What follows belongs to an exercise in optimizing a design on an open flow for small area; a production flow would make more cautious choices.
Function was checked by simulation only, so behaviour that the tests miss may differ from the original.
No activity file was given, so power comes from the tool's default toggle rates.

<file path="flow/run.sh">
#!/bin/bash
# synth_recipe.tcl (not shown) runs the flow's synth.tcl, then flattens the netlist and writes it again
# the make line also repeats each setting of config.mk as NAME=value (left out here)
make -C /OpenROAD-flow-scripts/flow DESIGN_CONFIG=/design/flow/config.mk WORK_HOME=/design/flow/orfs CLKGATE_MAP_FILE= SYNTH_SCRIPT=/design/flow/synth_recipe.tcl finish
</file>
<file path="flow/config.mk">
export PLATFORM = sky130hd
export DESIGN_NAME = top
export DESIGN_NICKNAME = top
export VERILOG_FILES = /design/flow/design.v
export SDC_FILE = /design/flow/constraint.sdc
export NUM_CORES = 4
export LEC_CHECK = 0
export CAP_MARGIN = 20
export CORE_MARGIN = 2
export CORE_UTILIZATION = 40
export SLEW_MARGIN = 20
</file>
<file path="flow/design.v">
`default_nettype none
module debounce (
	input  wire clk,
	input  wire rst,
	input  wire in,
	output reg  v
);
	reg [6:0] c;
	always @(posedge clk)
		if (rst) begin
			v <= 1'b0;
			c <= 7'd0;
		end else if (c == 7'd0) begin
			if (in != v) c <= 7'd1;
		end else if (c == 7'd67) begin
			v <= ~v;
			c <= 7'd0;
		end else if (in == v)
			c <= 7'd0;
		else
			c <= c + 7'd1;
endmodule
module keyhold (
	input  wire clk,
	input  wire rst,
	input  wire v,
	output wire press,
	output wire hold
);
	reg [10:0] h;
	always @(posedge clk)
		if (rst || !v) h <= 11'd0;
		else if (h != 11'd1026) h <= h + 11'd1;
	assign press = (h != 11'd0) && !v;
	assign hold  = (h == 11'd1026);
endmodule
`default_nettype none
module sseg7 (input wire [3:0] d, output reg [6:0] s);
	always @(*)
		case (d)
			4'd0 : s = 7'b100_0000;
			4'd1 : s = 7'b111_1001;
			4'd2 : s = 7'b010_0100;
			4'd3 : s = 7'b011_0000;
			4'd4 : s = 7'b001_1001;
			4'd5 : s = 7'b001_0010;
			4'd6 : s = 7'b000_0010;
			4'd7 : s = 7'b111_1000;
			4'd8 : s = 7'b000_0000;
			4'd9 : s = 7'b001_1000;
			4'd10: s = 7'b000_1000;
			4'd11: s = 7'b000_0011;
			4'd12: s = 7'b100_0110;
			4'd13: s = 7'b010_0001;
			4'd14: s = 7'b000_0110;
			default: s = 7'b000_1110;
		endcase
endmodule
module disp_decimal (
	input  wire [7:0] value,
	input  wire       enable,
	input  wire       non_signed,
	output wire [6:0] disp_dec0,
	output wire [6:0] disp_dec1,
	output wire [6:0] disp_dec2,
	output wire [6:0] disp_dec3
);
	wire       neg = value[7] && !non_signed;
	wire [7:0] mag = neg ? -value : value;
	wire [3:0] u = mag % 8'd10;
	wire [3:0] t = (mag / 8'd10) % 8'd10;
	wire [3:0] hd = mag / 8'd100;
	wire ge10  = mag >= 8'd10;
	wire ge100 = mag >= 8'd100;
	wire [6:0] su, st, sh;
	sseg7 e0 (.d(u),  .s(su));
	sseg7 e1 (.d(t),  .s(st));
	sseg7 e2 (.d(hd), .s(sh));
	localparam [6:0] BLANK = 7'b111_1111, MINUS = 7'b011_1111;
	assign disp_dec0 = !enable ? BLANK : su;
	assign disp_dec1 = !enable ? BLANK : neg ? (ge10 ? st : MINUS) : (ge10 ? st : BLANK);
	assign disp_dec2 = !enable ? BLANK : neg ? (ge100 ? sh : ge10 ? MINUS : BLANK) : (ge100 ? sh : BLANK);
	assign disp_dec3 = (enable && neg && ge100) ? MINUS : BLANK;
endmodule
`default_nettype none
module top (
	input	wire		CLOCK_50,
	input	wire		rst,
	input 	wire [9:0] 	SW,
	input 	wire [3:0] 	KEY,
	output 	wire [9:0] 	LEDR,
	output 	wire [6:0] 	HEX0,
	output 	wire [6:0] 	HEX1,
	output 	wire [6:0] 	HEX2,
	output 	wire [6:0] 	HEX3,
	output 	wire [6:0] 	HEX4,
	output 	wire [6:0] 	HEX5
);
	wire clk = CLOCK_50;
	reg [7:0] sw_s1, sw_s2;
	always @(posedge clk) begin
		sw_s1 <= SW[7:0];
		sw_s2 <= sw_s1;
	end
	reg [3:0] k1, k2, k3, k4;
	always @(posedge clk)
		if (rst) begin
			k1 <= 4'd0; k2 <= 4'd0; k3 <= 4'd0; k4 <= 4'd0;
		end else begin
			k1 <= ~KEY; k2 <= k1; k3 <= k2; k4 <= k3;
		end
	reg r9a, r9b, t8a, t8b;
	always @(posedge clk)
		if (rst) begin
			r9a <= 1'b0; r9b <= 1'b0; t8a <= 1'b0; t8b <= 1'b0;
		end else begin
			r9a <= ~SW[9]; r9b <= r9a; t8a <= SW[8]; t8b <= t8a;
		end
	wire dresetn;           
	wire turbo;
	debounce deb_r (.clk(clk), .rst(rst), .in(r9b), .v(dresetn));
	wire crst = rst || !dresetn;
	debounce deb_t (.clk(clk), .rst(crst), .in(t8b), .v(turbo));
	wire [3:0] kv, fall, hold;
	genvar i;
	generate
		for (i = 0; i < 4; i = i + 1) begin : key
			debounce deb (.clk(clk), .rst(rst), .in(k4[i]), .v(kv[i]));
			keyhold  kh  (.clk(clk), .rst(rst), .v(kv[i]), .press(fall[i]), .hold(hold[i]));
		end
	endgenerate
	wire hold_any = |hold;
	reg [5:0] ecnt;
	wire eslow = (ecnt == 6'd32);
	always @(posedge clk)
		if (crst || eslow) ecnt <= 6'd0;
		else ecnt <= ecnt + 6'd1;
	wire en = turbo || eslow;
	reg [6:0] ip;
	reg [7:0] r0, r1, r2, r3, dout, rnd, dinp, dreg;
	reg [3:0] size;        
	reg [5:0] flag;        
	reg       gout7, gout5, g7, ns;
	wire [8:0]  sum  = r0 + r1;
	wire        uadd_ovf = sum[8];
	wire        sadd_ovf = (r0[7] == r1[7]) && (sum[7] != r0[7]);
	wire [15:0] prod = r0 * r1;
	wire        umul_ovf = |prod[15:8];
	wire [7:0]  shi  = prod[15:8] - (r0[7] ? r1 : 8'd0) - (r1[7] ? r0 : 8'd0);
	wire        smul_ovf = (shi != {8{prod[7]}});
	wire aovf = (ip == 7'd39 && sadd_ovf) || (ip == 7'd52 && uadd_ovf) ||
	            (ip == 7'd44 && smul_ovf) || (ip == 7'd57 && umul_ovf);
	wire sovf = (ip == 7'd31) && size[0];
	wire sz_le1 = (size[3:1] == 3'd0);
	wire sz_0   = (size == 4'd0);
	reg       jt;           
	reg [6:0] tgt;
	reg       atc;          
	reg [2:0] abit;
	always @(*) begin
		jt = 1'b0; tgt = 7'd6; atc = 1'b0; abit = 3'd0;
		case (ip)
			7'd5 : begin jt = 1'b1; tgt = 7'd6; end
			7'd9 : begin jt = 1'b1; tgt = 7'd84; end
			7'd16: begin atc = 1'b1; abit = 3'd5; jt = flag[5]; tgt = 7'd17; end
			7'd17: begin jt = size[3]; tgt = 7'd23; end
			7'd18: begin jt = sz_0; tgt = 7'd21; end
			7'd20, 7'd22, 7'd24, 7'd33, 7'd35, 7'd61, 7'd80, 7'd83:
			       begin jt = 1'b1; tgt = 7'd6; end
			7'd26: begin atc = 1'b1; abit = 3'd5; jt = flag[5]; tgt = 7'd27; end
			7'd32: begin jt = sz_0; tgt = 7'd34; end
			7'd37, 7'd50, 7'd66: begin jt = sz_le1; tgt = 7'd6; end
			7'd40, 7'd45, 7'd53, 7'd58: begin jt = 1'b1; tgt = 7'd27; end
			7'd43: begin jt = sz_le1; tgt = 7'd46; end
			7'd48: begin jt = 1'b1; tgt = 7'd6; end
			7'd56: begin jt = sz_le1; tgt = 7'd59; end
			7'd64: begin jt = 1'b1; tgt = 7'd12; end
			7'd71: begin jt = size[2]; tgt = 7'd75; end
			7'd72: begin jt = size[3]; tgt = 7'd77; end
			7'd74, 7'd76: begin jt = 1'b1; tgt = 7'd78; end
			7'd79: begin atc = 1'b1; abit = 3'd5; jt = flag[5]; tgt = 7'd80; end
			7'd85: begin atc = 1'b1; abit = 3'd3; jt = flag[3]; tgt = 7'd10; end
			7'd86: begin atc = 1'b1; abit = 3'd2; jt = flag[2]; tgt = 7'd25; end
			7'd87: begin atc = 1'b1; abit = 3'd1; jt = flag[1]; tgt = ns ? 7'd49 : 7'd36; end
			7'd88: begin atc = 1'b1; abit = 3'd0; jt = flag[0]; tgt = ns ? 7'd54 : 7'd41; end
			7'd89: begin jt = 1'b1; tgt = 7'd84; end
			7'd91: begin atc = 1'b1; abit = 3'd3; jt = flag[3]; tgt = 7'd62; end
			7'd92: begin atc = 1'b1; abit = 3'd2; jt = flag[2]; tgt = 7'd65; end
			7'd93: begin atc = 1'b1; abit = 3'd1; jt = flag[1]; tgt = 7'd84; end
			7'd94: begin atc = 1'b1; abit = 3'd0; jt = flag[0]; tgt = 7'd81; end
			7'd95: begin jt = 1'b1; tgt = 7'd90; end
			default: ;
		endcase
	end
	always @(posedge clk)
		if (crst) ip <= 7'd0;
		else if (en && jt) ip <= tgt;
		else if (gout7 && hold_any) ip <= 7'd90;
		else if (en) ip <= ip + 7'd1;
	always @(posedge clk)
		if (crst) begin
			r0 <= 8'd0; r1 <= 8'd0; r2 <= 8'd0; r3 <= 8'd0;
			dout <= 8'd0; size <= 4'd0;
		end else if (en)
			case (ip)
				7'd1 : size <= 4'd0;
				7'd3, 7'd34, 7'd47, 7'd60: dout <= 8'd0;
				7'd11: dout <= dinp;
				7'd12: r3 <= r2;
				7'd13: r2 <= r1;
				7'd14: r1 <= r0;
				7'd15: r0 <= dout;
				7'd19: size <= {size[2:0], 1'b0};
				7'd21: size <= 4'd1;
				7'd27, 7'd68: r0 <= r1;
				7'd28, 7'd69: r1 <= r2;
				7'd29, 7'd70: r2 <= r3;
				7'd30, 7'd67, 7'd78: dout <= r0;
				7'd31: size <= {1'b0, size[3:1]};
				7'd39, 7'd52: r1 <= sum[7:0];
				7'd44, 7'd57: r1 <= prod[7:0];
				7'd46, 7'd59: r0 <= 8'd0;
				7'd63: dout <= rnd;
				7'd73: r1 <= dout;
				7'd75: r2 <= dout;
				7'd77: r3 <= dout;
				default: ;
			endcase
	reg [5:0] flag_n;
	always @(*) begin
		flag_n = flag;
		if (en) begin
			case (ip)
				7'd2, 7'd38, 7'd42, 7'd51, 7'd55, 7'd82: flag_n = 6'd0;
				7'd23: flag_n[5] = ~flag[5];
				default: ;
			endcase
			if (atc) flag_n[abit] = 1'b0;
		end
		flag_n = flag_n | {sovf, aovf, fall};
	end
	always @(posedge clk)
		if (crst) flag <= 6'd0;
		else flag <= flag_n;
	wire gclr = en && (ip == 7'd0 || ip == 7'd10 || ip == 7'd25 || ip == 7'd36 ||
	                   ip == 7'd41 || ip == 7'd49 || ip == 7'd54 || ip == 7'd62 ||
	                   ip == 7'd65 || ip == 7'd81);
	wire gset = en && (ip == 7'd6);
	always @(posedge clk)
		if (crst) begin
			gout7 <= 1'b0; gout5 <= 1'b0; g7 <= 1'b0;
		end else begin
			if (gclr || gset) begin
				gout7 <= gset; g7 <= 1'b0; gout5 <= 1'b0;
			end
			if (en && ip == 7'd7) g7 <= 1'b1;
			if (gout7) gout5 <= ns;
		end
	always @(posedge clk)
		if (crst) begin
			rnd <= 8'd0; dinp <= 8'd0; dreg <= 8'd0; ns <= 1'b0;
		end else begin
			rnd  <= rnd + 8'd1;
			dinp <= dreg;
			if (fall[3] && gout7) dreg <= sw_s2;
			if (hold_any && fall[1]) ns <= ~ns;
		end
	assign LEDR[5:0] = {gout5, 1'b0, size & {4{g7}}};
	assign LEDR[6] = hold_any;
	assign LEDR[7] = flag[4];
	assign LEDR[8] = flag[5];
	assign LEDR[9] = en;
	disp_decimal dec (
		.value(dout), .enable(gout7), .non_signed(ns),
		.disp_dec0(HEX0), .disp_dec1(HEX1), .disp_dec2(HEX2), .disp_dec3(HEX3)
	);
	sseg7 hx0 (.d(ip[3:0]), .s(HEX4));
	sseg7 hx1 (.d({1'b0, ip[6:4]}), .s(HEX5));
endmodule
</file>
<file path="flow/constraint.sdc">
create_clock -name core_clock -period 12.0 [get_ports {CLOCK_50}]
set_input_delay 2.4000 -clock core_clock [delete_from_list [all_inputs] [get_ports {CLOCK_50}]]
set_output_delay 2.4000 -clock core_clock [all_outputs]
set_load 0.01 [all_outputs]
</file>
==> out/results.ini, run 1 <==
[power_and_ir_drop]
pwr_per_cell_area_mw_per_mm2=87.82
p_leak_nw=6.831
vdd_ir_drop_max_v=0.00009146

[timing]
unrepaired_setup_endpoints_after_global_routing=no
fmax_mhz=102.7
final.setup.tns_ns=0
finClkSkew_ns=0.02603
tightestPinTransition_ns=1.038
finalHoldViolations=0
final_period_minus_worst_setup_slack_ns=9.741
finalSetupViolations=0
drv_slew=0
relSlewSlack_pct=30.82
finalCritPeriodShare_pct=81.18

[placement]
globalplace.congestion=0.9438
port_buffers=59
dpl.hpwl_mm=29.73
placed_cells_incl_taps=2494

[synth]
post_synth_main_area_contributors=dfxtp_1 29%, ha_1 9.0%, nor2_1 6.2%, fa_1 5.4%, xnor2_1 3.4%
ys_async_sr_fraction_pct=0
synth_top_cell_area_share_pct=28.68
yosys.cell_count.top_type=nor2_1
yosys-top-cells-count=267 x nor2_1, 233 x dfxtp_1, 147 x inv_1
ys_ff_latch=233
yosys.area.top_type=dfxtp_1
ys.warnings.count=4
synth.avg_cell_area_um2=8.156
synth_seq_area_share_pct=28.68
syn-cell-area_mm2=0.01626
ys_types=102
most_used_flip_flop_cell_after_synthesis=dfxtp_1
edff_count_synth=0
number_of_cells_produced_by_synthesis=1994

[final_layout]
largest_register=key.kh.h
leading_registers_by_flop_count=key.kh.h x44, key.deb.c x28
layout_overhead_on_the_synthesized_area_pct=10.72
antenna-diode-count=0
nNetsFinal=2174
flip_flop_count_of_the_largest_register_after_layout=44
final_non_filler_cells=2540
post_route_cells_drive_above_1_share_pct=5.558

[clocking]
clock_tree.htree_level_count=1
cts_setup_buffers=0
clk_pin_slew_worst_paths_ns=0.06
tritoncts.num_buffers=26
clock_latency_at_the_later_pin_of_the_worst_skew_pair_ns=0.55
clockBufferDepth=3
root_buffer_master=clkbuf_16
postCtsResizedCells=0
cts_num_sinks=233
tritoncts_clock_tree=built
holdBufCountCts=0

[global_routing]
first_global_vias=13190
track_usage_pct=19.23
grt_pass1_wl_mm=67.35
initial_antenna_violation_count=0
largest_net_degree_at_the_start_of_global_routing=70
grt_overflow_total=0

[worst_setup_path]
ff_to_ff_end=flag[4]
timing.setup.critical_path_class=flop to output pin
worst-endpoint-required_ns=9.60
timing.rr.start=r0[1]
crit_fanout=13
timing.critical_path.to_type=output pin
arr_time_crit_path_ns=7.34
timing.reg2reg.setup_slack_ns=5.05
timing.critical_path.from_type=flop
r2r.worst_path.cells=27

[drt]
detail_route.drc_violations=0
post_drt_wl_per_cell_um=16.13
drtAntennaViolNets=0
detailroute.via_count=14040
drt-pass1-iter-count=7
drt-initial-drc-count=1008
detail_route.vias_per_cell=5.526
drt_wl_total_mm=40.96

[worst_hold_path]
worst_hold_path.endpoint=sw_s2[7]
timing.hold.worst_path_depth=0
min-delay-start=sw_s1[7]
class_of_the_worst_hold_path=flop to flop

[floorplan]
die_height_um=205.6
core.rowCount=73
placeable_area_mm2=0.03991
ios=68
initial_utilization_pct=40.74
fp.dieArea_mm2=0.04229
die_width_um=205.6

[run_status]
outcome=finished clean

[run]
cap_viol_max_count=0

==> worst max-delay path: stages (launching register included) <==
cell             delay (ns)
dfxtp_1                0.64
inv_1                  0.30
ha_1                   0.33
nor4b_4                0.16
a22o_1                 0.26
or2_4                  0.34
ha_1                   0.47
nor2_1                 0.12
a32oi_4                0.32
nand2_2                0.15
inv_2                  0.14
o211ai_1               0.19
o21ai_0                0.27
and4_1                 0.46
nand2_1                0.12
o21ai_0                0.14
and3_1                 0.17
a21oi_1                0.04
ha_1                   0.22
nand2_1                0.06
o32ai_1                0.10
a211oi_2               0.64
mux2_2                 0.41
a22oi_1                0.18
clkdlybuf4s50_1        0.56
==> metrics by stage <==
step                      util, %  power [mW]  hold slack [ns]  setup slack (ns)  area, um^2
after floorplan                 -      0.8066           0.3096             4.370       16290
after global placement      42.90      0.8118           0.3137             3.069       17120
after detailed placement    42.93      0.8119           0.3143             2.865       17130
after CTS                   45.10       1.602           0.3273             2.288       18000
after global routing        45.11       1.636           0.3336             1.666       18010
final                       45.11       1.581           0.3255             2.259       18010
==> layout make-up <==
type / instances / area, um^2
multi-input cells: 1506 / 10520
clock inverters: 12 / 135.1
repair buffers: 76 / 718.2
inverters: 154 / 580.6
clock buffers: 34 / 730.7
flip-flops and latches: 233 / 4664
fillers: 3961 / 21910
well taps: 525 / 656.9
==> per-layer routing <==
layer	wire, um	global-route usage [%]
met4	971	5.601
met1	18880	26.57
met2	18840	31.20
met3	2270	2.597
met5	0	0
==> power by group <==
part	internal [mW]	leakage [nW]	switching [mW]	total [mW]
registers	0.779	1.89	0.00198	0.781
clock network	0.455	0.399	0.331	0.787
logic	0.00724	4.55	0.00601	0.0133
==> worst max path at each step <==
stage                  from      end  slack [ns]  cells past startpoint
floorplan           dout[0]  HEX1[3]        4.37                     25
global placement    dout[0]  HEX1[0]        3.07                     24
detailed placement  dout[0]  HEX1[0]        2.86                     24
CTS                 dout[0]  HEX1[0]        2.29                     24
global route        dout[0]  HEX1[0]        1.67                     24
finish              dout[0]  HEX1[0]        2.26                     24
==> cells by family after synthesis <==
group	after synthesis	synth area share, %
xor+xnor	119	6.586
compound gates	423	18.00
flops	233	28.68
simple gates	757	23.06
mux	37	2.300
buf+inv	261	6.839
fa+ha+maj	162	14.49
other cells	2	0.04618
==> cells in the final DEF (no fill, tap or decap), types with 61 or more instances in the layout <==
master,count
nor2_1,265
dfxtp_1,233
inv_1,147
nand2_1,125
ha_1,117
a21oi_1,100
o21ai_0,71
and2_1,67
xnor2_1,64
nand3_1,61
==> run 2, diff against run 1 <==
--- a/flow/design.v
+++ b/flow/design.v
@@ -7,16 +7,9 @@
 );
-	reg [6:0] c;
-	always @(posedge clk)
-		if (rst) begin
-			v <= 1'b0;
-			c <= 7'd0;
-		end else if (c == 7'd0) begin
-			if (in != v) c <= 7'd1;
-		end else if (c == 7'd67) begin
-			v <= ~v;
-			c <= 7'd0;
-		end else if (in == v)
-			c <= 7'd0;
-		else
-			c <= c + 7'd1;
+	reg  [6:0] c;
+	wire       done = c[5] & c[4] & c[3] & c[1];    
+	wire       run  = !rst && (in != v) && !done;
+	always @(posedge clk) begin
+		c <= run ? {c[5:0], ~(c[6] ^ c[0])} : 7'd0;
+		v <= !rst && (v ^ done);
+	end
 endmodule
@@ -27,32 +20,28 @@
 	output wire press,
-	output wire hold
-);
-	reg [10:0] h;
-	always @(posedge clk)
-		if (rst || !v) h <= 11'd0;
-		else if (h != 11'd1026) h <= h + 11'd1;
-	assign press = (h != 11'd0) && !v;
-	assign hold  = (h == 11'd1026);
+	output reg  hold
+);
+	reg  [10:0] h;
+	reg         prev;
+	wire        on  = !rst && v;
+	wire        hit = h[10] & h[8] & h[6] & h[5] & h[3] & h[2] & h[1] & h[0];  
+	always @(posedge clk) begin
+		h    <= on ? {h[9:0], ~(h[10] ^ h[8])} : 11'd0;
+		prev <= on;
+		hold <= on && (hold || hit);
+	end
+	assign press = prev && !v;
 endmodule
 `default_nettype none
-module sseg7 (input wire [3:0] d, output reg [6:0] s);
-	always @(*)
-		case (d)
-			4'd0 : s = 7'b100_0000;
-			4'd1 : s = 7'b111_1001;
-			4'd2 : s = 7'b010_0100;
-			4'd3 : s = 7'b011_0000;
-			4'd4 : s = 7'b001_1001;
-			4'd5 : s = 7'b001_0010;
-			4'd6 : s = 7'b000_0010;
-			4'd7 : s = 7'b111_1000;
-			4'd8 : s = 7'b000_0000;
-			4'd9 : s = 7'b001_1000;
-			4'd10: s = 7'b000_1000;
-			4'd11: s = 7'b000_0011;
-			4'd12: s = 7'b100_0110;
-			4'd13: s = 7'b010_0001;
-			4'd14: s = 7'b000_0110;
-			default: s = 7'b000_1110;
-		endcase
+module sseg7 (input wire [3:0] d, output wire [6:0] s);
+	wire [15:0] oh = 16'd1 << d;
+	assign s[0] = |(oh & 16'h2812);
+	assign s[1] = |(oh & 16'hd860);
+	assign s[2] = |(oh & 16'hd004);
+	assign s[3] = |(oh & 16'h8692);
+	assign s[4] = |(oh & 16'h02ba);
+	assign s[5] = |(oh & 16'h208e);
+	assign s[6] = |(oh & 16'h1083);
+endmodule
+module add3(input wire [3:0] i, output wire [3:0] o);
+  assign o = (i >= 4'd5) ? i + 4'd3 : i;
 endmodule
@@ -69,7 +58,15 @@
 	wire [7:0] mag = neg ? -value : value;
-	wire [3:0] u = mag % 8'd10;
-	wire [3:0] t = (mag / 8'd10) % 8'd10;
-	wire [3:0] hd = mag / 8'd100;
-	wire ge10  = mag >= 8'd10;
-	wire ge100 = mag >= 8'd100;
+	wire [3:0] a1,a2,a3,a4,a5,a6,a7;
+	add3 m1(.i({1'b0,mag[7:5]}), .o(a1));
+	add3 m2(.i({a1[2:0],mag[4]}), .o(a2));
+	add3 m3(.i({a2[2:0],mag[3]}), .o(a3));
+	add3 m4(.i({a3[2:0],mag[2]}), .o(a4));
+	add3 m5(.i({a4[2:0],mag[1]}), .o(a5));
+	add3 m6(.i({1'b0,a1[3],a2[3],a3[3]}), .o(a6));
+	add3 m7(.i({a6[2:0],a4[3]}), .o(a7));
+	wire [3:0] u = {a5[2:0], mag[0]};
+	wire [3:0] t = {a7[2:0], a5[3]};
+	wire [1:0] hd = {a6[3], a7[3]};
+	wire ge10  = |hd || |t;
+	wire ge100 = |hd;
 	wire [6:0] su, st, sh;
@@ -77,7 +74,7 @@
 	sseg7 e1 (.d(t),  .s(st));
-	sseg7 e2 (.d(hd), .s(sh));
+	assign sh = hd[1] ? 7'b010_0100 : 7'b111_1001;
 	localparam [6:0] BLANK = 7'b111_1111, MINUS = 7'b011_1111;
 	assign disp_dec0 = !enable ? BLANK : su;
-	assign disp_dec1 = !enable ? BLANK : neg ? (ge10 ? st : MINUS) : (ge10 ? st : BLANK);
-	assign disp_dec2 = !enable ? BLANK : neg ? (ge100 ? sh : ge10 ? MINUS : BLANK) : (ge100 ? sh : BLANK);
+	assign disp_dec1 = !enable ? BLANK : (ge10 ? st : neg ? MINUS : BLANK);
+	assign disp_dec2 = !enable ? BLANK : ge100 ? sh : (neg && ge10) ? MINUS : BLANK;
 	assign disp_dec3 = (enable && neg && ge100) ? MINUS : BLANK;
@@ -133,6 +130,6 @@
 	reg [5:0] ecnt;
-	wire eslow = (ecnt == 6'd32);
+	wire eslow = ecnt[3] & ecnt[2] & ecnt[1];
 	always @(posedge clk)
 		if (crst || eslow) ecnt <= 6'd0;
-		else ecnt <= ecnt + 6'd1;
+		else ecnt <= {ecnt[4:0], ~(ecnt[5] ^ ecnt[0])};
 	wire en = turbo || eslow;
==> run 2 against run 1 <==
Against the previous run: count of clock-buffer cells in the layout down 1; largest cell class unchanged; still clean; critical endpoint is now HEX1[3]; cell area shrank 15%; die area is 15% lower; largest power group is now registers; global-route usage fell by 0.22 points; clock power decreased by about 10%; via count is 19% lower.
==> out/results.ini, run 2 <==
[placement]
placed_cells_incl_taps=2026  ; was 2494
globalplace.congestion=0.9306  ; was 0.9438
placedInstanceArea_mm2=0.01455  ; was 0.01713 mm^2
dpl.hpwl_mm=24.71  ; was 29.73 mm
port_buffers=59  ; unchanged

[power_and_ir_drop]
power.combinational.fraction_pct=0.7  ; was 0.8%
internal_pwr_total_mw=1.178  ; was 1.242 mW
p_leak_nw=6.040  ; was 6.831 nW
clock_power_share_pct=47.8  ; was 49.8%
seq_power_share_pct=51.4  ; was 49.4%
switching_power_uw=300.7  ; was 339.4 uW
vdd_ir_drop_max_v=0.0001151  ; was 0.00009146 V
pwr_per_cell_area_mw_per_mm2=96.59  ; was 87.82 mW/mm^2
finalPower_mw=1.479  ; was 1.581 mW
power_switching_share_pct=20.33  ; was 21.46%

[timing]
finClkSkew_ns=0.01751  ; was 0.02603 ns
unrepaired_setup_endpoints_after_global_routing=no  ; unchanged
final_period_minus_worst_setup_slack_ns=11.11  ; was 9.741 ns
tightestPinTransition_ns=1.025  ; was 1.038 ns
final.setup.tns_ns=0  ; unchanged
fmax_mhz=90.03  ; was 102.7 MHz
drv_slew=0  ; unchanged
finalSetupViolations=0  ; unchanged
finalHoldViolations=0  ; unchanged
relSlewSlack_pct=31.67  ; was 30.82%
finalCritPeriodShare_pct=92.57  ; was 81.18%

[synth]
yosys.cell_count.top_type=dfxtp_1  ; was nor2_1
yosys.area.top_type=dfxtp_1  ; unchanged
number_of_cells_produced_by_synthesis=1608  ; was 1994
ys_ff_latch=227  ; was 233
edff_count_synth=0  ; unchanged
synth.avg_cell_area_um2=8.565  ; was 8.156 um^2
syn-cell-area_mm2=0.01377  ; was 0.01626 mm^2
synth_seq_area_share_pct=32.99  ; was 28.68%
ys_async_sr_fraction_pct=0  ; unchanged
yosys-top-cells-count=227 x dfxtp_1, 154 x nor2_1, 136 x and2_1  ; was 267 x nor2_1, 233 x dfxtp_1, 147 x inv_1
most_used_flip_flop_cell_after_synthesis=dfxtp_1  ; unchanged
ys.warnings.count=3  ; was 4
post_synth_main_area_contributors=dfxtp_1 33%, ha_1 6.7%, fa_1 6.4%, and2_1 6.2%, nor2_1 4.2%  ; was dfxtp_1 29%, ha_1 9.0%, nor2_1 6.2%, fa_1 5.4%, xnor2_1 3.4%
ys_types=99  ; was 102
synth_top_cell_area_share_pct=32.99  ; was 28.68%

[drt]
drt_wl_total_mm=34.39  ; was 40.96 mm
drt-pass1-iter-count=6  ; was 7
post_drt_wl_per_cell_um=16.65  ; was 16.13 um
detailroute.via_count=11350  ; was 14040
detail_route.vias_per_cell=5.494  ; was 5.526
drt-initial-drc-count=971  ; was 1008
detail_route.drc_violations=0  ; unchanged
drtAntennaViolNets=0  ; unchanged

[worst_setup_path]
timing.critical_path.from_type=flop  ; unchanged
arr_time_crit_path_ns=8.71  ; was 7.34 ns
r2r.worst_path.cells=29  ; was 27
timing.critical_path.slowest_cell_delay_ns=0.81  ; was 0.64 ns
crit_slowest_cell=o221ai_1  ; was dfxtp_1
worst-path-stages=27  ; was 24
crit_fanout=15  ; was 13
timing.setup.critical_path_class=flop to output pin  ; unchanged
timing.critical_path.mode_cell=ha_1  ; unchanged
timing.critical_path.to_type=output pin  ; unchanged
top_cell_family_by_delay_on_the_critical_path=simple AND/OR/NAND/NOR gates  ; was compound AO/OA/AOI/OAI gates
worst-endpoint-required_ns=9.60  ; about the same
number_of_buffers_and_inverters_on_the_critical_path=2  ; was 3

[floorplan]
core.rowCount=67  ; was 73
placeable_area_mm2=0.03370  ; was 0.03991 mm^2
initial_utilization_pct=40.87  ; was 40.74%
die_height_um=189.6  ; was 205.6 um
die_width_um=189.6  ; was 205.6 um
ios=68  ; unchanged
fp.dieArea_mm2=0.03593  ; was 0.04229 mm^2

[clocking]
clk_pin_slew_worst_paths_ns=0.06  ; about the same
clockBufferDepth=3  ; unchanged
postCtsResizedCells=0  ; unchanged
clock_tree.htree_level_count=1  ; unchanged
cts_num_sinks=227  ; was 233
clock_latency_at_the_later_pin_of_the_worst_skew_pair_ns=0.52  ; was 0.55 ns
holdBufCountCts=0  ; unchanged
cts_setup_buffers=0  ; unchanged
root_buffer_master=clkbuf_16  ; unchanged
tritoncts_clock_tree=built  ; unchanged
tritoncts.num_buffers=24  ; was 26

[run_status]
outcome=finished clean  ; unchanged

[final_layout]
final_cell_mix=227 x dfxtp_1, 153 x nor2_1, 136 x and2_1, 116 x nand2_1, 98 x inv_1  ; was 265 x nor2_1, 233 x dfxtp_1, 147 x inv_1, 125 x nand2_1, 117 x ha_1
leading_registers_by_flop_count=key.kh.h x44, key.deb.c x28  ; unchanged
post_route_cells_drive_above_1_share_pct=5.318  ; was 5.558%
final_area_mm2=0.01531  ; was 0.01801 mm^2
final_util_pct=45.44  ; was 45.11%
nNetsFinal=1738  ; was 2174
antenna-diode-count=0  ; unchanged
final_non_filler_cells=2065  ; was 2540
flip_flop_count_of_the_largest_register_after_layout=44  ; unchanged
layout_overhead_on_the_synthesized_area_pct=11.18  ; was 10.72%
final_common_cell=dfxtp_1  ; was nor2_1
largest_register=key.kh.h  ; unchanged

[global_routing]
largest_net_degree_at_the_start_of_global_routing=77  ; was 70
initial_antenna_violation_count=0  ; unchanged
track_usage_pct=19.01  ; was 19.23%
grt_pass1_wl_mm=56.55  ; was 67.35 mm
grt_overflow_total=0  ; unchanged
first_global_vias=10900  ; was 13190

[worst_hold_path]
timing.hold.worst_path_depth=0  ; unchanged
class_of_the_worst_hold_path=flop to flop  ; unchanged

[run]
cap_viol_max_count=0  ; unchanged

==> run 2: cell types whose count changed in the layout (fill, tap and decap cells not counted), sizes merged, moves of 30 or more <==
cell   before  now
nor2      270  155
and2       67  138
ha        117   74
xnor2      65   31
inv       153  100
nand3      61   31
==> run 2: worst paths after layout <==
check             slack, ns  endpoint  startpoint
setup reg to reg       4.24   flag[4]       r0[2]
hold / removal         0.33  sw_s2[2]    sw_s1[2]
hold reg to reg        0.33  sw_s2[2]    sw_s1[2]
setup / recovery       0.89   HEX1[3]     dout[0]
==> run 2: power groups by stage <==
stage          Clock, mW  Sequential [mW]  Combinational, mW
2_1_floorplan          0            0.777            0.00701
3_3_place_gp           0            0.778             0.0109
4_1_cts            0.727            0.761             0.0111
6_report           0.707            0.761             0.0108
3_5_place_dp           0            0.778             0.0110
5_1_grt            0.758            0.761             0.0121
==> run 2: metal layers <==
layer  up-vias  track usage [%]  part of all wire [%]
met3        73            3.118                   6.7
met5         -                0                     0
met4         0            5.337                   2.4
met2       358            30.52                    44
met1      5325            26.42                    46
li1       5589                -                     -
==> run 2: cell families after synthesis <==
group | after synthesis | synth area share, %
AND/OR/NAND/NOR | 602 | 22.81
AO/OA/AOI/OAI | 358 | 18.15
flip-flops | 227 | 32.99
buffers and inverters | 207 | 6.286
adder cells (fa/ha/maj) | 119 | 13.19
XOR/XNOR | 61 | 4.033
multiplexers | 32 | 2.480
other | 2 | 0.05453
==> run 2: cell type report <==
cell class              instances  area (um^2)
fillers                      3317        18390
clock inverters                 6        73.82
repair buffers                 70        673.1
clock buffers                  33        674.4
inverters                     101        379.1
multi-input cells            1180         8408
well taps                     448        560.5
flip-flops and latches        227         4544
==> run 2: metrics by stage <==
step / setup slack [ns] / hold slack, ns
4_1_cts: 0.9046 / 0.3281
2_1_floorplan: 3.516 / 0.3096
6_report: 0.8921 / 0.3267
5_1_grt: 0.2632 / 0.3354
3_3_place_gp: 1.854 / 0.3130
3_5_place_dp: 1.485 / 0.3146
==> run 3, diff against run 2 <==
==> flow/flow/run.sh (new file) <==
#!/bin/bash
# Own layout flow: the standard synthesis, then the combinational logic of
# its netlist re-mapped by ABC for area (registers untouched: same cells, same
# names), then the standard layout from floorplan to finish.
set -euo pipefail
WORK=$(pwd)
R=$WORK/orfs/results/$FLOW_PLATFORM/top/base
YOSYS=$FLOW_HOME/../tools/install/yosys/bin/yosys

bash standard.sh synth > $WORK/flow_synth.log 2>&1
cp $R/1_2_yosys.v $WORK/std_synth.v
RESYN_IN=$WORK/std_synth.v RESYN_OUT=$WORK/resynth.v \
RESYN_LIB=$FLOW_HOME/platforms/$FLOW_PLATFORM/lib/sky130_fd_sc_hd__tt_025C_1v80.lib \
RESYN_SCRIPT=$WORK/flow/abc.script \
	$YOSYS -c $WORK/flow/resynth.tcl > $WORK/flow_resynth.log 2>&1
cp $WORK/resynth.v $R/1_2_yosys.v
rm -f $R/1_synth.odb $R/1_synth.sdc
bash standard.sh > $WORK/flow_layout.log 2>&1
==> flow/flow/abc.script (new file) <==
strash
ifraig
dc2
dch -f
map -a
strash
dch -f
amap
==> flow/flow/resynth.tcl (new file) <==
set lib $::env(RESYN_LIB)
yosys read_liberty -ignore_miss_func -ignore_miss_dir $lib
yosys read_verilog $::env(RESYN_IN)
yosys hierarchy -top top
# keep the registers as they are; dissolve every other cell into logic
yosys setattr -mod -set keep_hierarchy 1 sky130_fd_sc_hd__df*
yosys flatten
yosys opt -purge
yosys abc -liberty $lib -script $::env(RESYN_SCRIPT) -dont_use *probe* -dont_use *lpflow* -dont_use *clkbuf* -dont_use *clkinv* -dont_use *dly*
yosys opt_clean -purge
yosys hilomap -singleton -hicell sky130_fd_sc_hd__conb_1 HI -locell sky130_fd_sc_hd__conb_1 LO
yosys insbuf -buf sky130_fd_sc_hd__buf_4 A X
yosys splitnets
yosys opt_clean -purge
yosys rename -enumerate
yosys select top
yosys tee -o $::env(RESYN_OUT).stat stat -liberty $lib
yosys write_verilog -noattr -noexpr -nohex -nodec -selected $::env(RESYN_OUT)
==> flow/standard.sh (new file) <==
#!/bin/bash
# synth_recipe.tcl (not shown) runs the flow's synth.tcl, then flattens the netlist and writes it again
# the make line also repeats each setting of config.mk as NAME=value (left out here)
make -C /OpenROAD-flow-scripts/flow DESIGN_CONFIG=/design/flow/config.mk WORK_HOME=/design/flow/orfs CLKGATE_MAP_FILE= SYNTH_SCRIPT=/design/flow/synth_recipe.tcl "${@:-finish}"
removed: flow/run.sh
==> run 3 against run 2 <==
Against the previous run: cell count rose by 5.6%; largest power group is now the clock network; sequential share of layout area rose by 3.5 points; global-route usage rose by 4.3 points; cell area fell by 10%; clock power rose by 14%; sequential power barely moved; die area fell by 14%; flip-flop and latch count did not move; utilization rose by 2.2 points; synthesized cell count rose by 5.0%; area after synthesis fell by 15%.
==> out/results.ini, run 3 <==
[timing]
final_period_minus_worst_setup_slack_ns=8.891  ; was 11.11 ns
unrepaired_setup_endpoints_after_global_routing=no  ; unchanged
fmax_mhz=112.5  ; was 90.03 MHz
relSlewSlack_pct=29.55  ; was 31.67%
timing.final.ws_setup_ns=3.109  ; was 0.8921 ns
finClkSkew_ns=0.01260  ; was 0.01751 ns
drv_slew=0  ; unchanged
finalHoldViolations=0  ; unchanged
worst_hold_slack_across_all_endpoints_ns=0.3237  ; was 0.3267 ns
tightestPinTransition_ns=1.046  ; was 1.025 ns
finalSetupViolations=0  ; unchanged
final.setup.tns_ns=0  ; unchanged
finalCritPeriodShare_pct=74.09  ; was 92.57%

[floorplan]
fp.dieArea_mm2=0.03076  ; was 0.03593 mm^2
initial_utilization_pct=40.82  ; was 40.87%
ios=68  ; unchanged
die_height_um=175.4  ; was 189.6 um
die_width_um=175.4  ; was 189.6 um
placeable_area_mm2=0.02878  ; was 0.03370 mm^2
core.rowCount=62  ; was 67

[clocking]
cts_num_sinks=227  ; unchanged
tritoncts_clock_tree=built  ; unchanged
postCtsResizedCells=0  ; unchanged
clock_tree.htree_level_count=1  ; unchanged
root_buffer_master=clkbuf_16  ; unchanged
tritoncts.num_buffers=25  ; was 24
clock_latency_at_the_later_pin_of_the_worst_skew_pair_ns=0.53  ; was 0.52 ns
clk_pin_slew_worst_paths_ns=0.06  ; about the same
holdBufCountCts=0  ; unchanged
clockBufferDepth=3  ; unchanged
cts_setup_buffers=0  ; unchanged

[worst_setup_path]
crit_fanout=8  ; was 15
timing.critical_path.mode_cell=nor2_1  ; was ha_1
top_cell_family_by_delay_on_the_critical_path=compound AO/OA/AOI/OAI gates  ; was simple AND/OR/NAND/NOR gates
arr_time_crit_path_ns=6.49  ; was 8.71 ns
timing.setup.critical_path_class=flop to output pin  ; unchanged
timing.rr.start=r1[3]  ; was r0[2]
timing.critical_path.slowest_cell_delay_ns=0.66  ; was 0.81 ns
cp_cell_sequence=inv_1 -> nor2_1 -> inv_1 -> nor2_1 -> nor2_1 -> a21oi_1 -> inv_1 -> nor2_1 -> inv_1 -> a221oi_1 -> nor2_1 -> o21ai_0 -> nand2_1 -> a22oi_1 -> o21ai_0 -> nor2_1 -> nor4_1 -> a2111oi_0 -> nand2_1 -> o21ai_0 -> o21bai_1 -> clkdlybuf4s50_1
timing.critical_path.to_type=output pin  ; unchanged
timing.critical_path.from_type=flop  ; unchanged
number_of_buffers_and_inverters_on_the_critical_path=5  ; was 2
startpoint=dout[7]  ; was dout[0]
crit_slowest_cell=a2111oi_0  ; was o221ai_1
worst-endpoint-required_ns=9.60  ; about the same

[synth]
synth.avg_cell_area_um2=6.960  ; was 8.565 um^2
number_of_cells_produced_by_synthesis=1688  ; was 1608
syn-cell-area_mm2=0.01175  ; was 0.01377 mm^2
ys.warnings.count=3  ; unchanged

[power_and_ir_drop]
pwr_per_cell_area_mw_per_mm2=114.8  ; was 96.59 mW/mm^2
finalPower_mw=1.575  ; was 1.479 mW
p_leak_nw=4.668  ; was 6.040 nW
vdd_ir_drop_max_v=0.0001211  ; was 0.0001151 V

[run]
cap_viol_max_count=0  ; unchanged

[worst_hold_path]
min-delay-start=sw_s1[0]  ; was sw_s1[2]
class_of_the_worst_hold_path=flop to flop  ; unchanged

[final_layout]
layout_overhead_on_the_synthesized_area_pct=16.75  ; was 11.18%
final_common_cell=nor2_1  ; was dfxtp_1
antenna-diode-count=0  ; unchanged
flip_flop_count_of_the_largest_register_after_layout=44  ; unchanged
leading_registers_by_flop_count=key.kh.h x44, key.deb.c x28  ; unchanged
final_area_mm2=0.01372  ; was 0.01531 mm^2
final_cell_mix=442 x nor2_1, 227 x dfxtp_1, 190 x inv_1, 138 x nand2_1, 128 x o21ai_0  ; was 227 x dfxtp_1, 153 x nor2_1, 136 x and2_1, 116 x nand2_1, 98 x inv_1
largest_register=key.kh.h  ; unchanged
final_non_filler_cells=2181  ; was 2065
nNetsFinal=1795  ; was 1738
final_util_pct=47.66  ; was 45.44%
post_route_cells_drive_above_1_share_pct=3.061  ; was 5.318%

[global_routing]
grt_overflow_total=0  ; unchanged
grt_pass1_wl_mm=58.46  ; was 56.55 mm
initial_antenna_violation_count=0  ; unchanged
track_usage_pct=23.28  ; was 19.01%
first_global_vias=11290  ; was 10900
largest_net_degree_at_the_start_of_global_routing=65  ; was 77

[drt]
drt-initial-drc-count=981  ; was 971
post_drt_wl_per_cell_um=16.71  ; was 16.65 um
drt-pass1-iter-count=6  ; unchanged
drt_wl_total_mm=36.45  ; was 34.39 mm
detail_route.vias_per_cell=5.554  ; was 5.494
detail_route.drc_violations=0  ; unchanged
drtAntennaViolNets=0  ; unchanged
detailroute.via_count=12110  ; was 11350

[placement]
globalplace.congestion=0.9723  ; was 0.9306
placedInstanceArea_mm2=0.01284  ; was 0.01455 mm^2
placed_cells_incl_taps=2136  ; was 2026
dpl.hpwl_mm=27.60  ; was 24.71 mm
port_buffers=59  ; unchanged
worst_case_setup_slack_after_placement_ns=3.786  ; was 1.485 ns

[run_status]
outcome=finished clean  ; unchanged

[run 3: cell types whose count changed in the layout (fill, tap and decap cells not counted), moves of 17 or more]
| cell | delta |
|---|---|
| nor2_1 | +289 |
| nand2_1 | +22 |
| o21ai_0 | +78 |
| a21oi_1 | +38 |
| a221oi_1 | +19 |
| ha_1 | -74 |
| inv_1 | +92 |
| xor2_1 | -28 |
| fa_1 | -44 |
| and2_1 | -136 |
| nand2b_1 | -17 |
| nor2b_1 | +42 |
| xnor2_1 | -30 |
| mux2i_1 | -26 |
[run 3: power by group]
group          internal (mW)  total [mW]  switching, mW  leakage [nW]
clock                  0.485       0.803          0.318         0.426
combinational        0.00603      0.0111        0.00507          2.41
sequential             0.759       0.761        0.00151          1.84
total                   1.25        1.57          0.325          4.67
[run 3: layer usage]
layer	part of all wire, %	global-route usage, %
met1	44	30.86
met2	45	38.16
met3	7.6	4.069
met4	3.3	8.056
met5	0	0
[run 3: layout make-up]
cell class,instances,area [um^2]
clock buffer,34,709.4
timing repair buffer,71,680.7
tap,384,480.5
clock inverter,11,166.4
inverter,191,716.9
multi-input combinational,1263,6419
sequential,227,4544
fill,2931,15060
[run 3: worst paths after layout]
path,endpoint,slack [ns],cells past startpoint
max,HEX0[0],3.11,22
min,sw_s2[0],0.32,0
max reg2reg,flag[4],4.87,41
min reg2reg,sw_s2[0],0.32,0
[run 3: worst reg2reg max path, delay by kind of cell (launching register included)]
kind / cells / cell delay, ns
AND/OR/NAND/NOR: 22 / 2.86
flip-flops: 1 / 0.50
buffers and inverters: 2 / 0.34
AO/OA/AOI/OAI: 17 / 3.32
==> run 4, diff against run 3 <==
--- a/flow/design.v
+++ b/flow/design.v
@@ -5,3 +5,4 @@
 	input  wire in,
-	output reg  v
+	output reg  v,
+	output wire rel         
 );
@@ -10,2 +11,3 @@
 	wire       run  = !rst && (in != v) && !done;
+	assign rel = run && v;
 	always @(posedge clk) begin
@@ -96,7 +98,2 @@
 	wire clk = CLOCK_50;
-	reg [7:0] sw_s1, sw_s2;
-	always @(posedge clk) begin
-		sw_s1 <= SW[7:0];
-		sw_s2 <= sw_s1;
-	end
 	reg [3:0] k1, k2, k3, k4;
@@ -117,6 +114,6 @@
 	wire turbo;
-	debounce deb_r (.clk(clk), .rst(rst), .in(r9b), .v(dresetn));
+	debounce deb_r (.clk(clk), .rst(rst), .in(r9b), .v(dresetn), .rel());
 	wire crst = rst || !dresetn;
-	debounce deb_t (.clk(clk), .rst(crst), .in(t8b), .v(turbo));
-	wire [3:0] kv, fall, hold;
+	debounce deb_t (.clk(clk), .rst(crst), .in(t8b), .v(turbo), .rel());
+	wire [3:0] kv, fall, hold, krel;
 	genvar i;
@@ -124,3 +121,3 @@
 		for (i = 0; i < 4; i = i + 1) begin : key
-			debounce deb (.clk(clk), .rst(rst), .in(k4[i]), .v(kv[i]));
+			debounce deb (.clk(clk), .rst(rst), .in(k4[i]), .v(kv[i]), .rel(krel[i]));
 			keyhold  kh  (.clk(clk), .rst(rst), .v(kv[i]), .press(fall[i]), .hold(hold[i]));
@@ -136,3 +133,4 @@
 	reg [6:0] ip;
-	reg [7:0] r0, r1, r2, r3, dout, rnd, dinp, dreg;
+	reg [7:0] r0, r1, r2, r3, dout, rnd, dinp, swz;
+	reg       dld;
 	reg [3:0] size;        
@@ -140,2 +138,4 @@
 	reg       gout7, gout5, g7, ns;
+	always @(posedge clk)
+		if (krel[3]) swz <= SW[7:0];
 	wire [8:0]  sum  = r0 + r1;
@@ -143,6 +143,32 @@
 	wire        sadd_ovf = (r0[7] == r1[7]) && (sum[7] != r0[7]);
-	wire [15:0] prod = r0 * r1;
-	wire        umul_ovf = |prod[15:8];
-	wire [7:0]  shi  = prod[15:8] - (r0[7] ? r1 : 8'd0) - (r1[7] ? r0 : 8'd0);
-	wire        smul_ovf = (shi != {8{prod[7]}});
+	reg  [7:0] mh, ml;
+	reg  [3:0] mst;
+	reg        muo;
+	wire       mwr = en && (ip == 7'd14 || ip == 7'd15 || ip == 7'd27 || ip == 7'd28 ||
+	                        ip == 7'd39 || ip == 7'd44 || ip == 7'd46 || ip == 7'd52 ||
+	                        ip == 7'd57 || ip == 7'd59 || ip == 7'd68 || ip == 7'd69 ||
+	                        ip == 7'd73);
+	wire       mshift = !mst[3];
+	wire       mcor   = mst[3] && !mst[1];        
+	wire       mbit   = r1[mst[2:0]];
+	wire       selA   = mshift ? mbit : (mst[0] ? r1[7] : 1'b0);
+	wire       selB   = !mshift && !mst[0] && r0[7];
+	wire [7:0] maddend = {8{!mshift}} ^ ({8{selA}} & r0 | {8{selB}} & r1);
+	wire [8:0] madd   = {1'b0, mh} + {1'b0, maddend} + {8'd0, !mshift};
+	always @(posedge clk)
+		if (crst || mwr) begin
+			mst <= 4'd0;
+			mh  <= 8'd0;
+		end else if (mshift) begin
+			mst <= mst + 4'd1;
+			mh  <= madd[8:1];
+			ml  <= {madd[0], ml[7:1]};
+		end else if (mcor) begin
+			mst <= mst + 4'd1;
+			mh  <= madd[7:0];
+			if (!mst[0]) muo <= (mh != 8'd0);
+		end
+	wire [7:0] prod_lo  = ml;
+	wire       umul_ovf = muo;
+	wire       smul_ovf = (mh != {8{ml[7]}});
 	wire aovf = (ip == 7'd39 && sadd_ovf) || (ip == 7'd52 && uadd_ovf) ||
@@ -217,3 +243,3 @@
 				7'd39, 7'd52: r1 <= sum[7:0];
-				7'd44, 7'd57: r1 <= prod[7:0];
+				7'd44, 7'd57: r1 <= prod_lo;
 				7'd46, 7'd59: r0 <= 8'd0;
@@ -257,7 +283,7 @@
 		if (crst) begin
-			rnd <= 8'd0; dinp <= 8'd0; dreg <= 8'd0; ns <= 1'b0;
+			rnd <= 8'd0; dinp <= 8'd0; dld <= 1'b0; ns <= 1'b0;
 		end else begin
 			rnd  <= rnd + 8'd1;
-			dinp <= dreg;
-			if (fall[3] && gout7) dreg <= sw_s2;
+			dld  <= fall[3] && gout7;
+			if (dld) dinp <= swz;
 			if (hold_any && fall[1]) ns <= ~ns;
==> flow/flow/abc.script (replaced) <==
strash
&get -n
&deepsyn -T 60
&put
dch -f
amap
--- a/flow/flow/resynth.tcl
+++ b/flow/flow/resynth.tcl
@@ -5,3 +5,3 @@
 # keep the registers as they are; dissolve every other cell into logic
-yosys setattr -mod -set keep_hierarchy 1 sky130_fd_sc_hd__df*
+yosys setattr -mod -set keep_hierarchy 1 sky130_fd_sc_hd__df* sky130_fd_sc_hd__edf* sky130_fd_sc_hd__sdf* sky130_fd_sc_hd__sedf* sky130_fd_sc_hd__dl*
 yosys flatten
@@ -10,4 +10,4 @@
 yosys opt_clean -purge
-yosys hilomap -singleton -hicell sky130_fd_sc_hd__conb_1 HI -locell sky130_fd_sc_hd__conb_1 LO
-yosys insbuf -buf sky130_fd_sc_hd__buf_4 A X
+yosys hilomap -hicell sky130_fd_sc_hd__conb_1 HI -locell sky130_fd_sc_hd__conb_1 LO
+yosys insbuf -buf sky130_fd_sc_hd__buf_1 A X
 yosys splitnets
==> run 4 against run 3 <==
Against the previous run: largest cell class is now registers; sequential power grew 3.2%; critical endpoint unchanged; highest routed layer unchanged; critical path type unchanged; clock skew grew 0.0087 ns; power grew 0.58%; area after synthesis shrank 14%.
==> out/results.ini, run 4 <==
[run_status]
outcome=finished clean  ; unchanged

[clocking]
clk_pin_slew_worst_paths_ns=0.06  ; about the same
tritoncts_clock_tree=built  ; unchanged
clockBufferDepth=3  ; unchanged
postCtsResizedCells=0  ; unchanged
cts_num_sinks=233  ; was 227
root_buffer_master=clkbuf_16  ; unchanged
holdBufCountCts=0  ; unchanged
tritoncts.num_buffers=25  ; unchanged
clock_tree.htree_level_count=1  ; unchanged
clock_latency_at_the_later_pin_of_the_worst_skew_pair_ns=0.52  ; was 0.53 ns
cts_setup_buffers=0  ; unchanged

[worst_setup_path]
top_cell_family_by_delay_on_the_critical_path=compound AO/OA/AOI/OAI gates  ; unchanged
timing.critical_path.to_type=output pin  ; unchanged
worst-endpoint-required_ns=9.60  ; about the same
crit_slowest_cell=a221oi_1  ; was a2111oi_0
startpoint=ns  ; was dout[7]
crit_fanout=7  ; was 8
timing.critical_path.from_type=flop  ; unchanged
timing.rr.start=ip[1]  ; was r1[3]
number_of_buffers_and_inverters_on_the_critical_path=7  ; was 5
timing.setup.critical_path_class=flop to output pin  ; unchanged
arr_time_crit_path_ns=5.66  ; was 6.49 ns
timing.critical_path.slowest_cell_delay_ns=0.58  ; was 0.66 ns

[power_and_ir_drop]
power.combinational.fraction_pct=0.8  ; was 0.7%
clock_power_share_pct=49.6  ; was 51.0%
internal_pwr_total_mw=1.266  ; was 1.250 mW
pwr_per_cell_area_mw_per_mm2=132.1  ; was 114.8 mW/mm^2
vdd_ir_drop_max_v=0.0001113  ; was 0.0001211 V
power_switching_share_pct=20.04  ; was 20.63%
switching_power_uw=317.5  ; was 324.8 uW
finalPower_mw=1.584  ; was 1.575 mW
p_leak_nw=4.191  ; was 4.668 nW
seq_power_share_pct=49.6  ; was 48.3%

[timing]
relSlewSlack_pct=26.73  ; was 29.55%
final.setup.tns_ns=0  ; unchanged
timing.final.ws_setup_ns=3.942  ; was 3.109 ns
fmax_mhz=124.1  ; was 112.5 MHz
unrepaired_setup_endpoints_after_global_routing=no  ; unchanged
finalCritPeriodShare_pct=67.15  ; was 74.09%
finalHoldViolations=0  ; unchanged
tightestPinTransition_ns=1.088  ; was 1.046 ns
finClkSkew_ns=0.02126  ; was 0.01260 ns
drv_slew=0  ; unchanged
final_period_minus_worst_setup_slack_ns=8.058  ; was 8.891 ns
finalSetupViolations=0  ; unchanged

[floorplan]
initial_utilization_pct=40.39  ; was 40.82%
die_height_um=162.8  ; was 175.4 um
placeable_area_mm2=0.02496  ; was 0.02878 mm^2
core.rowCount=58  ; was 62
ios=68  ; unchanged
die_width_um=162.8  ; was 175.4 um
fp.dieArea_mm2=0.02649  ; was 0.03076 mm^2

[final_layout]
flip_flop_count_of_the_largest_register_after_layout=44  ; unchanged
post_route_cells_drive_above_1_share_pct=3.919  ; was 3.061%
leading_registers_by_flop_count=key.kh.h x44, key.deb.c x28  ; unchanged
final_non_filler_cells=1708  ; was 2181
final_cell_mix=262 x nor2_1, 216 x dfxtp_1, 181 x inv_1, 100 x o21ai_0, 74 x nand2_1  ; was 442 x nor2_1, 227 x dfxtp_1, 190 x inv_1, 138 x nand2_1, 128 x o21ai_0
layout_overhead_on_the_synthesized_area_pct=18.91  ; was 16.75%
antenna-diode-count=0  ; unchanged
final_common_cell=nor2_1  ; unchanged
largest_register=key.kh.h  ; unchanged
final_util_pct=48.03  ; was 47.66%
nNetsFinal=1377  ; was 1795

[global_routing]
first_global_vias=8730  ; was 11290
grt_overflow_total=0  ; unchanged
track_usage_pct=21.77  ; was 23.28%
grt_pass1_wl_mm=46.70  ; was 58.46 mm
initial_antenna_violation_count=0  ; unchanged
largest_net_degree_at_the_start_of_global_routing=43  ; was 65

[drt]
drt_wl_total_mm=29.08  ; was 36.45 mm
detailroute.via_count=9400  ; was 12110
detail_route.vias_per_cell=5.504  ; was 5.554
detail_route.drc_violations=0  ; unchanged
drt-initial-drc-count=877  ; was 981
drtAntennaViolNets=0  ; unchanged
drt-pass1-iter-count=8  ; was 6
post_drt_wl_per_cell_um=17.02  ; was 16.71 um

[synth]
ys.warnings.count=3  ; unchanged
synth.avg_cell_area_um2=7.908  ; was 6.960 um^2
number_of_cells_produced_by_synthesis=1275  ; was 1688
syn-cell-area_mm2=0.01008  ; was 0.01175 mm^2

[placement]
placed_cells_incl_taps=1664  ; was 2136
globalplace.congestion=0.9659  ; was 0.9723
dpl.hpwl_mm=21.51  ; was 27.60 mm
worst_case_setup_slack_after_placement_ns=4.559  ; was 3.786 ns
port_buffers=59  ; unchanged

[run]
cap_viol_max_count=0  ; unchanged

[worst_hold_path]
min-delay-start=r9a  ; was sw_s1[0]
class_of_the_worst_hold_path=flop to flop  ; unchanged

run 4: final timing paths:
path / depth (start not counted) / slack, ns / endpoint
worst min-delay path: 1 / 0.43 / r9b
worst max-delay path: 26 / 3.94 / HEX0[0]
worst min register to register: 1 / 0.43 / r9b
worst max register to register: 13 / 6.80 / mh[7]
run 4: area by class of cell:
class / count / area, um^2
fill: 2500 / 12970
tap: 330 / 412.9
inverter: 181 / 679.4
sequential: 233 / 4835
timing repair buffer: 72 / 688.2
clock inverter: 9 / 110.1
clock buffer: 35 / 744.5
multi-input combinational: 848 / 4519
run 4: power by group through the flow:
stage	registers, mW	clock network [mW]	logic, mW
final	0.785	0.786	0.0126
after global routing	0.785	0.832	0.0140
after CTS	0.785	0.803	0.0128
after detailed placement	0.802	0	0.0128
after global placement	0.802	0	0.0128
after floorplan	0.802	0	0.00532
run 4: routing by layer:
layer	vias to the layer above	part of all wire (%)	global-route usage [%]
li1	4637	-	-
met1	4302	46	30.62
met2	384	43	34.40
met3	77	7.1	3.056
met4	0	3.2	7.281
met5	-	0	0
run 4: stage by stage:
| stage | instance area, um^2 | hold slack, ns |
|---|---|---|
| floorplan | 10080 | 0.4132 |
| global placement | 11130 | 0.4173 |
| detailed placement | 11130 | 0.4212 |
| CTS | 11990 | 0.4339 |
| global route | 11990 | 0.4480 |
| finish | 11990 | 0.4302 |

-- separate check: timing with driven ports --
The results above use ideal ports. As a check the final layouts listed here were re-extracted and re-timed, cells and wires unchanged.
Step 1 (the two cells are an assumption about what drives the block):
set clk [get_ports {CLOCK_50}]
set_driving_cell -lib_cell sky130_fd_sc_hd__clkbuf_16 $clk
set_driving_cell -lib_cell sky130_fd_sc_hd__buf_2 [delete_from_list [all_inputs] $clk]
Step 2 also shifts input and output timing later by t, the mid clock arrival at the registers, as if the neighbouring blocks saw the same clock.
a / b / c = ideal / step 1 / step 2; a / b = the first two.
run | t (ns) | slack for setup (ns) | clock arrival spread, ns | worst slew at a driven data input, ns
run 1 | 0.590 | 2.259 / 2.208 / 2.798 | 0.026 / 0.026 | 0.04
run 2 | 0.559 | 0.892 / 0.846 / 1.405 | 0.019 / 0.019 | 0.03
run 3 | 0.573 | 3.109 / 3.062 / 3.636 | 0.018 / 0.017 | 0.04
run 4 | 0.560 | 3.942 / 3.895 / 4.456 | 0.022 / 0.021 | 0.03
After both steps setup and hold are still met in every run listed.
